Background: an optimization exercise with open tools, aiming at small area. Do not read the settings as production practice. Function was checked by simulation only, so behaviour that the tests miss may differ from the original. Power is estimated from default activity; no workload was simulated.

==> inputs of 06-13 <==
Design top, start of the top module:
module top (
	input	wire		CLOCK_50,
	input	wire		rst,
	input 	wire [9:0] 	SW,
	input 	wire [3:0] 	KEY,
	output 	wire [9:0] 	LEDR,
	output 	wire [6:0] 	HEX0,
	output 	wire [6:0] 	HEX1,
	output 	wire [6:0] 	HEX2,
	output 	wire [6:0] 	HEX3,
	output 	wire [6:0] 	HEX4,
	output 	wire [6:0] 	HEX5
);
	wire clk = CLOCK_50;
	reg [3:0] k1, k2, k3, k4;
	always @(posedge clk)
		if (rst) begin
			k1 <= 4'd0; k2 <= 4'd0; k3 <= 4'd0; k4 <= 4'd0;
		end else begin
			k1 <= ~KEY; k2 <= k1; k3 <= k2; k4 <= k3;
		end
	reg r9a, r9b, t8a, t8b;
	always @(posedge clk)
		if (rst) begin
			r9a <= 1'b0; r9b <= 1'b0; t8a <= 1'b0; t8b <= 1'b0;
		end else begin
			r9a <= ~SW[9]; r9b <= r9a; t8a <= SW[8]; t8b <= t8a;
		end
	wire dresetn;           
	wire turbo;
	debounce deb_r (.clk(clk), .rst(rst), .in(r9b), .v(dresetn), .rel());
	wire crst = rst || !dresetn;
	debounce deb_t (.clk(clk), .rst(crst), .in(t8b), .v(turbo), .rel());
	wire [3:0] kv, fall, hold, krel;
	genvar i;
	generate
		for (i = 0; i < 4; i = i + 1) begin : key
			debounce deb (.clk(clk), .rst(rst), .in(k4[i]), .v(kv[i]), .rel(krel[i]));
			keyhold  kh  (.clk(clk), .rst(rst), .v(kv[i]), .press(fall[i]), .hold(hold[i]));
		end
	endgenerate
  ...
export LEC_CHECK = 0
export CAP_MARGIN = 20
export CORE_MARGIN = 2
export CORE_UTILIZATION = 40
export SLEW_MARGIN = 20
create_clock -name core_clock -period 12.0 [get_ports {CLOCK_50}]
standard.sh (not shown) runs the stock make flow with config.mk's settings and CLKGATE_MAP_FILE= SYNTH_SCRIPT=/design/flow/synth_recipe.tcl, a recipe that flattens the netlist after the stock synthesis.
==> flow/flow/run.sh <==
#!/bin/bash
# Own layout flow: the standard synthesis, then the combinational logic of
# its netlist re-mapped by ABC for area (registers untouched: same cells, same
# names), then the standard layout from floorplan to finish.
set -euo pipefail
WORK=$(pwd)
R=$WORK/orfs/results/$FLOW_PLATFORM/top/base
YOSYS=$FLOW_HOME/../tools/install/yosys/bin/yosys

bash standard.sh synth > $WORK/flow_synth.log 2>&1
cp $R/1_2_yosys.v $WORK/std_synth.v
RESYN_IN=$WORK/std_synth.v RESYN_OUT=$WORK/resynth.v \
RESYN_LIB=$FLOW_HOME/platforms/$FLOW_PLATFORM/lib/sky130_fd_sc_hd__tt_025C_1v80.lib \
RESYN_SCRIPT=$WORK/flow/abc.script \
	$YOSYS -c $WORK/flow/resynth.tcl > $WORK/flow_resynth.log 2>&1
cp $WORK/resynth.v $R/1_2_yosys.v
rm -f $R/1_synth.odb $R/1_synth.sdc
bash standard.sh > $WORK/flow_layout.log 2>&1
==> flow/flow/abc.script <==
strash
&get -n
&deepsyn -T 60
&put
dch -f
amap
==> flow/flow/resynth.tcl <==
set lib $::env(RESYN_LIB)
yosys read_liberty -ignore_miss_func -ignore_miss_dir $lib
yosys read_verilog $::env(RESYN_IN)
yosys hierarchy -top top
# keep the registers as they are; dissolve every other cell into logic
yosys setattr -mod -set keep_hierarchy 1 sky130_fd_sc_hd__df* sky130_fd_sc_hd__edf* sky130_fd_sc_hd__sdf* sky130_fd_sc_hd__sedf* sky130_fd_sc_hd__dl*
yosys flatten
yosys opt -purge
yosys abc -liberty $lib -script $::env(RESYN_SCRIPT) -dont_use *probe* -dont_use *lpflow* -dont_use *clkbuf* -dont_use *clkinv* -dont_use *dly*
yosys opt_clean -purge
yosys hilomap -hicell sky130_fd_sc_hd__conb_1 HI -locell sky130_fd_sc_hd__conb_1 LO
yosys insbuf -buf sky130_fd_sc_hd__buf_1 A X
yosys splitnets
yosys opt_clean -purge
yosys rename -enumerate
yosys select top
yosys tee -o $::env(RESYN_OUT).stat stat -liberty $lib
yosys write_verilog -noattr -noexpr -nohex -nodec -selected $::env(RESYN_OUT)
==> 09-19: changes against 06-13 <==
--- a/flow/design.v
+++ b/flow/design.v
@@ -1,17 +1,15 @@
 `default_nettype none
 module debounce (
 	input  wire clk,
 	input  wire rst,
 	input  wire in,
-	output reg  v,
-	output wire rel         
+	output reg  v
 );
 	reg  [6:0] c;
 	wire       done = c[5] & c[4] & c[3] & c[1];    
 	wire       run  = !rst && (in != v) && !done;
-	assign rel = run && v;
 	always @(posedge clk) begin
 		c <= run ? {c[5:0], ~(c[6] ^ c[0])} : 7'd0;
 		v <= !rst && (v ^ done);
 	end
 endmodule
@@ -94,10 +92,15 @@
 	output 	wire [6:0] 	HEX3,
 	output 	wire [6:0] 	HEX4,
 	output 	wire [6:0] 	HEX5
 );
 	wire clk = CLOCK_50;
+	reg [7:0] sw_s1, sw_s2;
+	always @(posedge clk) begin
+		sw_s1 <= SW[7:0];
+		sw_s2 <= sw_s1;
+	end
 	reg [3:0] k1, k2, k3, k4;
 	always @(posedge clk)
 		if (rst) begin
 			k1 <= 4'd0; k2 <= 4'd0; k3 <= 4'd0; k4 <= 4'd0;
 		end else begin
@@ -110,18 +113,18 @@
 		end else begin
 			r9a <= ~SW[9]; r9b <= r9a; t8a <= SW[8]; t8b <= t8a;
 		end
 	wire dresetn;           
 	wire turbo;
-	debounce deb_r (.clk(clk), .rst(rst), .in(r9b), .v(dresetn), .rel());
+	debounce deb_r (.clk(clk), .rst(rst), .in(r9b), .v(dresetn));
 	wire crst = rst || !dresetn;
-	debounce deb_t (.clk(clk), .rst(crst), .in(t8b), .v(turbo), .rel());
-	wire [3:0] kv, fall, hold, krel;
+	debounce deb_t (.clk(clk), .rst(crst), .in(t8b), .v(turbo));
+	wire [3:0] kv, fall, hold;
 	genvar i;
 	generate
 		for (i = 0; i < 4; i = i + 1) begin : key
-			debounce deb (.clk(clk), .rst(rst), .in(k4[i]), .v(kv[i]), .rel(krel[i]));
+			debounce deb (.clk(clk), .rst(rst), .in(k4[i]), .v(kv[i]));
 			keyhold  kh  (.clk(clk), .rst(rst), .v(kv[i]), .press(fall[i]), .hold(hold[i]));
 		end
 	endgenerate
 	wire hold_any = |hold;
 	reg [5:0] ecnt;
@@ -129,50 +132,21 @@
 	always @(posedge clk)
 		if (crst || eslow) ecnt <= 6'd0;
 		else ecnt <= {ecnt[4:0], ~(ecnt[5] ^ ecnt[0])};
 	wire en = turbo || eslow;
 	reg [6:0] ip;
-	reg [7:0] r0, r1, r2, r3, dout, rnd, dinp, swz;
-	reg       dld;
+	reg [7:0] r0, r1, r2, r3, dout, rnd, dinp, dreg;
 	reg [3:0] size;        
 	reg [5:0] flag;        
 	reg       gout7, gout5, g7, ns;
-	always @(posedge clk)
-		if (krel[3]) swz <= SW[7:0];
 	wire [8:0]  sum  = r0 + r1;
 	wire        uadd_ovf = sum[8];
 	wire        sadd_ovf = (r0[7] == r1[7]) && (sum[7] != r0[7]);
-	reg  [7:0] mh, ml;
-	reg  [3:0] mst;
-	reg        muo;
-	wire       mwr = en && (ip == 7'd14 || ip == 7'd15 || ip == 7'd27 || ip == 7'd28 ||
-	                        ip == 7'd39 || ip == 7'd44 || ip == 7'd46 || ip == 7'd52 ||
-	                        ip == 7'd57 || ip == 7'd59 || ip == 7'd68 || ip == 7'd69 ||
-	                        ip == 7'd73);
-	wire       mshift = !mst[3];
-	wire       mcor   = mst[3] && !mst[1];        
-	wire       mbit   = r1[mst[2:0]];
-	wire       selA   = mshift ? mbit : (mst[0] ? r1[7] : 1'b0);
-	wire       selB   = !mshift && !mst[0] && r0[7];
-	wire [7:0] maddend = {8{!mshift}} ^ ({8{selA}} & r0 | {8{selB}} & r1);
-	wire [8:0] madd   = {1'b0, mh} + {1'b0, maddend} + {8'd0, !mshift};
-	always @(posedge clk)
-		if (crst || mwr) begin
-			mst <= 4'd0;
-			mh  <= 8'd0;
-		end else if (mshift) begin
-			mst <= mst + 4'd1;
-			mh  <= madd[8:1];
-			ml  <= {madd[0], ml[7:1]};
-		end else if (mcor) begin
-			mst <= mst + 4'd1;
-			mh  <= madd[7:0];
-			if (!mst[0]) muo <= (mh != 8'd0);
-		end
-	wire [7:0] prod_lo  = ml;
-	wire       umul_ovf = muo;
-	wire       smul_ovf = (mh != {8{ml[7]}});
+	wire [15:0] prod = r0 * r1;
+	wire        umul_ovf = |prod[15:8];
+	wire [7:0]  shi  = prod[15:8] - (r0[7] ? r1 : 8'd0) - (r1[7] ? r0 : 8'd0);
+	wire        smul_ovf = (shi != {8{prod[7]}});
 	wire aovf = (ip == 7'd39 && sadd_ovf) || (ip == 7'd52 && uadd_ovf) ||
 	            (ip == 7'd44 && smul_ovf) || (ip == 7'd57 && umul_ovf);
 	wire sovf = (ip == 7'd31) && size[0];
 	wire sz_le1 = (size[3:1] == 3'd0);
 	wire sz_0   = (size == 4'd0);
@@ -239,11 +213,11 @@
 				7'd28, 7'd69: r1 <= r2;
 				7'd29, 7'd70: r2 <= r3;
 				7'd30, 7'd67, 7'd78: dout <= r0;
 				7'd31: size <= {1'b0, size[3:1]};
 				7'd39, 7'd52: r1 <= sum[7:0];
-				7'd44, 7'd57: r1 <= prod_lo;
+				7'd44, 7'd57: r1 <= prod[7:0];
 				7'd46, 7'd59: r0 <= 8'd0;
 				7'd63: dout <= rnd;
 				7'd73: r1 <= dout;
 				7'd75: r2 <= dout;
 				7'd77: r3 <= dout;
@@ -279,15 +253,15 @@
 			if (en && ip == 7'd7) g7 <= 1'b1;
 			if (gout7) gout5 <= ns;
 		end
 	always @(posedge clk)
 		if (crst) begin
-			rnd <= 8'd0; dinp <= 8'd0; dld <= 1'b0; ns <= 1'b0;
+			rnd <= 8'd0; dinp <= 8'd0; dreg <= 8'd0; ns <= 1'b0;
 		end else begin
 			rnd  <= rnd + 8'd1;
-			dld  <= fall[3] && gout7;
-			if (dld) dinp <= swz;
+			dinp <= dreg;
+			if (fall[3] && gout7) dreg <= sw_s2;
 			if (hold_any && fall[1]) ns <= ~ns;
 		end
 	assign LEDR[5:0] = {gout5, 1'b0, size & {4{g7}}};
 	assign LEDR[6] = hold_any;
 	assign LEDR[7] = flag[4];
==> flow/run.sh (new file) <==
#!/bin/bash
# synth_recipe.tcl (not shown) runs the flow's synth.tcl, then flattens the netlist and writes it again
# the make line also repeats each setting of config.mk as NAME=value (left out here)
make -C /OpenROAD-flow-scripts/flow DESIGN_CONFIG=/design/flow/config.mk WORK_HOME=/design/flow/orfs CLKGATE_MAP_FILE= SYNTH_SCRIPT=/design/flow/synth_recipe.tcl finish
removed: flow/flow/run.sh
removed: flow/flow/abc.script
removed: flow/flow/resynth.tcl
removed: flow/standard.sh
==> 09-10: changes against 06-13 <==
--- a/flow/design.v
+++ b/flow/design.v
@@ -1,17 +1,15 @@
 `default_nettype none
 module debounce (
 	input  wire clk,
 	input  wire rst,
 	input  wire in,
-	output reg  v,
-	output wire rel         
+	output reg  v
 );
 	reg  [6:0] c;
 	wire       done = c[5] & c[4] & c[3] & c[1];    
 	wire       run  = !rst && (in != v) && !done;
-	assign rel = run && v;
 	always @(posedge clk) begin
 		c <= run ? {c[5:0], ~(c[6] ^ c[0])} : 7'd0;
 		v <= !rst && (v ^ done);
 	end
 endmodule
@@ -94,10 +92,15 @@
 	output 	wire [6:0] 	HEX3,
 	output 	wire [6:0] 	HEX4,
 	output 	wire [6:0] 	HEX5
 );
 	wire clk = CLOCK_50;
+	reg [7:0] sw_s1, sw_s2;
+	always @(posedge clk) begin
+		sw_s1 <= SW[7:0];
+		sw_s2 <= sw_s1;
+	end
 	reg [3:0] k1, k2, k3, k4;
 	always @(posedge clk)
 		if (rst) begin
 			k1 <= 4'd0; k2 <= 4'd0; k3 <= 4'd0; k4 <= 4'd0;
 		end else begin
@@ -110,18 +113,18 @@
 		end else begin
 			r9a <= ~SW[9]; r9b <= r9a; t8a <= SW[8]; t8b <= t8a;
 		end
 	wire dresetn;           
 	wire turbo;
-	debounce deb_r (.clk(clk), .rst(rst), .in(r9b), .v(dresetn), .rel());
+	debounce deb_r (.clk(clk), .rst(rst), .in(r9b), .v(dresetn));
 	wire crst = rst || !dresetn;
-	debounce deb_t (.clk(clk), .rst(crst), .in(t8b), .v(turbo), .rel());
-	wire [3:0] kv, fall, hold, krel;
+	debounce deb_t (.clk(clk), .rst(crst), .in(t8b), .v(turbo));
+	wire [3:0] kv, fall, hold;
 	genvar i;
 	generate
 		for (i = 0; i < 4; i = i + 1) begin : key
-			debounce deb (.clk(clk), .rst(rst), .in(k4[i]), .v(kv[i]), .rel(krel[i]));
+			debounce deb (.clk(clk), .rst(rst), .in(k4[i]), .v(kv[i]));
 			keyhold  kh  (.clk(clk), .rst(rst), .v(kv[i]), .press(fall[i]), .hold(hold[i]));
 		end
 	endgenerate
 	wire hold_any = |hold;
 	reg [5:0] ecnt;
@@ -129,50 +132,21 @@
 	always @(posedge clk)
 		if (crst || eslow) ecnt <= 6'd0;
 		else ecnt <= {ecnt[4:0], ~(ecnt[5] ^ ecnt[0])};
 	wire en = turbo || eslow;
 	reg [6:0] ip;
-	reg [7:0] r0, r1, r2, r3, dout, rnd, dinp, swz;
-	reg       dld;
+	reg [7:0] r0, r1, r2, r3, dout, rnd, dinp, dreg;
 	reg [3:0] size;        
 	reg [5:0] flag;        
 	reg       gout7, gout5, g7, ns;
-	always @(posedge clk)
-		if (krel[3]) swz <= SW[7:0];
 	wire [8:0]  sum  = r0 + r1;
 	wire        uadd_ovf = sum[8];
 	wire        sadd_ovf = (r0[7] == r1[7]) && (sum[7] != r0[7]);
-	reg  [7:0] mh, ml;
-	reg  [3:0] mst;
-	reg        muo;
-	wire       mwr = en && (ip == 7'd14 || ip == 7'd15 || ip == 7'd27 || ip == 7'd28 ||
-	                        ip == 7'd39 || ip == 7'd44 || ip == 7'd46 || ip == 7'd52 ||
-	                        ip == 7'd57 || ip == 7'd59 || ip == 7'd68 || ip == 7'd69 ||
-	                        ip == 7'd73);
-	wire       mshift = !mst[3];
-	wire       mcor   = mst[3] && !mst[1];        
-	wire       mbit   = r1[mst[2:0]];
-	wire       selA   = mshift ? mbit : (mst[0] ? r1[7] : 1'b0);
-	wire       selB   = !mshift && !mst[0] && r0[7];
-	wire [7:0] maddend = {8{!mshift}} ^ ({8{selA}} & r0 | {8{selB}} & r1);
-	wire [8:0] madd   = {1'b0, mh} + {1'b0, maddend} + {8'd0, !mshift};
-	always @(posedge clk)
-		if (crst || mwr) begin
-			mst <= 4'd0;
-			mh  <= 8'd0;
-		end else if (mshift) begin
-			mst <= mst + 4'd1;
-			mh  <= madd[8:1];
-			ml  <= {madd[0], ml[7:1]};
-		end else if (mcor) begin
-			mst <= mst + 4'd1;
-			mh  <= madd[7:0];
-			if (!mst[0]) muo <= (mh != 8'd0);
-		end
-	wire [7:0] prod_lo  = ml;
-	wire       umul_ovf = muo;
-	wire       smul_ovf = (mh != {8{ml[7]}});
+	wire [15:0] prod = r0 * r1;
+	wire        umul_ovf = |prod[15:8];
+	wire [7:0]  shi  = prod[15:8] - (r0[7] ? r1 : 8'd0) - (r1[7] ? r0 : 8'd0);
+	wire        smul_ovf = (shi != {8{prod[7]}});
 	wire aovf = (ip == 7'd39 && sadd_ovf) || (ip == 7'd52 && uadd_ovf) ||
 	            (ip == 7'd44 && smul_ovf) || (ip == 7'd57 && umul_ovf);
 	wire sovf = (ip == 7'd31) && size[0];
 	wire sz_le1 = (size[3:1] == 3'd0);
 	wire sz_0   = (size == 4'd0);
@@ -239,11 +213,11 @@
 				7'd28, 7'd69: r1 <= r2;
 				7'd29, 7'd70: r2 <= r3;
 				7'd30, 7'd67, 7'd78: dout <= r0;
 				7'd31: size <= {1'b0, size[3:1]};
 				7'd39, 7'd52: r1 <= sum[7:0];
-				7'd44, 7'd57: r1 <= prod_lo;
+				7'd44, 7'd57: r1 <= prod[7:0];
 				7'd46, 7'd59: r0 <= 8'd0;
 				7'd63: dout <= rnd;
 				7'd73: r1 <= dout;
 				7'd75: r2 <= dout;
 				7'd77: r3 <= dout;
@@ -279,15 +253,15 @@
 			if (en && ip == 7'd7) g7 <= 1'b1;
 			if (gout7) gout5 <= ns;
 		end
 	always @(posedge clk)
 		if (crst) begin
-			rnd <= 8'd0; dinp <= 8'd0; dld <= 1'b0; ns <= 1'b0;
+			rnd <= 8'd0; dinp <= 8'd0; dreg <= 8'd0; ns <= 1'b0;
 		end else begin
 			rnd  <= rnd + 8'd1;
-			dld  <= fall[3] && gout7;
-			if (dld) dinp <= swz;
+			dinp <= dreg;
+			if (fall[3] && gout7) dreg <= sw_s2;
 			if (hold_any && fall[1]) ns <= ~ns;
 		end
 	assign LEDR[5:0] = {gout5, 1'b0, size & {4{g7}}};
 	assign LEDR[6] = hold_any;
 	assign LEDR[7] = flag[4];
==> flow/flow/abc.script (replaced) <==
strash
ifraig
dc2
dch -f
map -a
strash
dch -f
amap
==> flow/flow/resynth.tcl (replaced) <==
set lib $::env(RESYN_LIB)
yosys read_liberty -ignore_miss_func -ignore_miss_dir $lib
yosys read_verilog $::env(RESYN_IN)
yosys hierarchy -top top
# keep the registers as they are; dissolve every other cell into logic
yosys setattr -mod -set keep_hierarchy 1 sky130_fd_sc_hd__df*
yosys flatten
yosys opt -purge
yosys abc -liberty $lib -script $::env(RESYN_SCRIPT) -dont_use *probe* -dont_use *lpflow* -dont_use *clkbuf* -dont_use *clkinv* -dont_use *dly*
yosys opt_clean -purge
yosys hilomap -singleton -hicell sky130_fd_sc_hd__conb_1 HI -locell sky130_fd_sc_hd__conb_1 LO
yosys insbuf -buf sky130_fd_sc_hd__buf_4 A X
yosys splitnets
yosys opt_clean -purge
yosys rename -enumerate
yosys select top
yosys tee -o $::env(RESYN_OUT).stat stat -liberty $lib
yosys write_verilog -noattr -noexpr -nohex -nodec -selected $::env(RESYN_OUT)
==> comparison table <==
	09-10	09-19	06-13
Run status	timing/DRC/antenna clean	timing/DRC/antenna clean	timing/DRC/antenna clean
Proportion of power drawn by combinational gates	0.7%	0.7%	0.8%
Capturing point of the worst reg2reg path	flag[4]	flag[4]	mh[7]
Number of flip-flops and latches	227	227	233
Layout Utilization	47.7%	45.4%	48.0%
CP max FO	8	15	7
Worst-case reg-to-reg path depth	41	29	13
Average via count per standard cell	5.55	5.49	5.50
Post-synthesis instance total	1688	1608	1275
Floorplan die area	30800 um^2	35900 um^2	26500 um^2
Number of clock buffers in the layout	34	33	35
Worst Path Arrival	6.49 ns	8.71 ns	5.66 ns
Hold wc startpoint	sw_s1[0]	sw_s1[2]	r9a

==> static timing again, ports no longer ideal <==
The results above use ideal ports. As a check the final layouts listed here were re-extracted and re-timed, cells and wires unchanged. Step 1 assumes that a clkbuf_16 drives the clock port and a buf_2 every other input. Step 2 times the ports against the registers' clock, not the clock port: input delays grow and output delays shrink by t, the midpoint of the rising clock arrivals with the driver on. a / b / c = no drivers / after step 1 / after step 2; a / b = the first two.
run	shift t [ns]	slack for setup (ns)	worst hold slack (ns)	cell pins on the clock port's net
06-13	0.560	3.942 / 3.895 / 4.456	0.430 / 0.430 / 0.430	1
09-19	0.559	0.892 / 0.846 / 1.405	0.327 / 0.327 / 0.327	1
09-10	0.573	3.109 / 3.062 / 3.636	0.324 / 0.324 / 0.324	1
After both steps setup and hold are still met in every run listed.
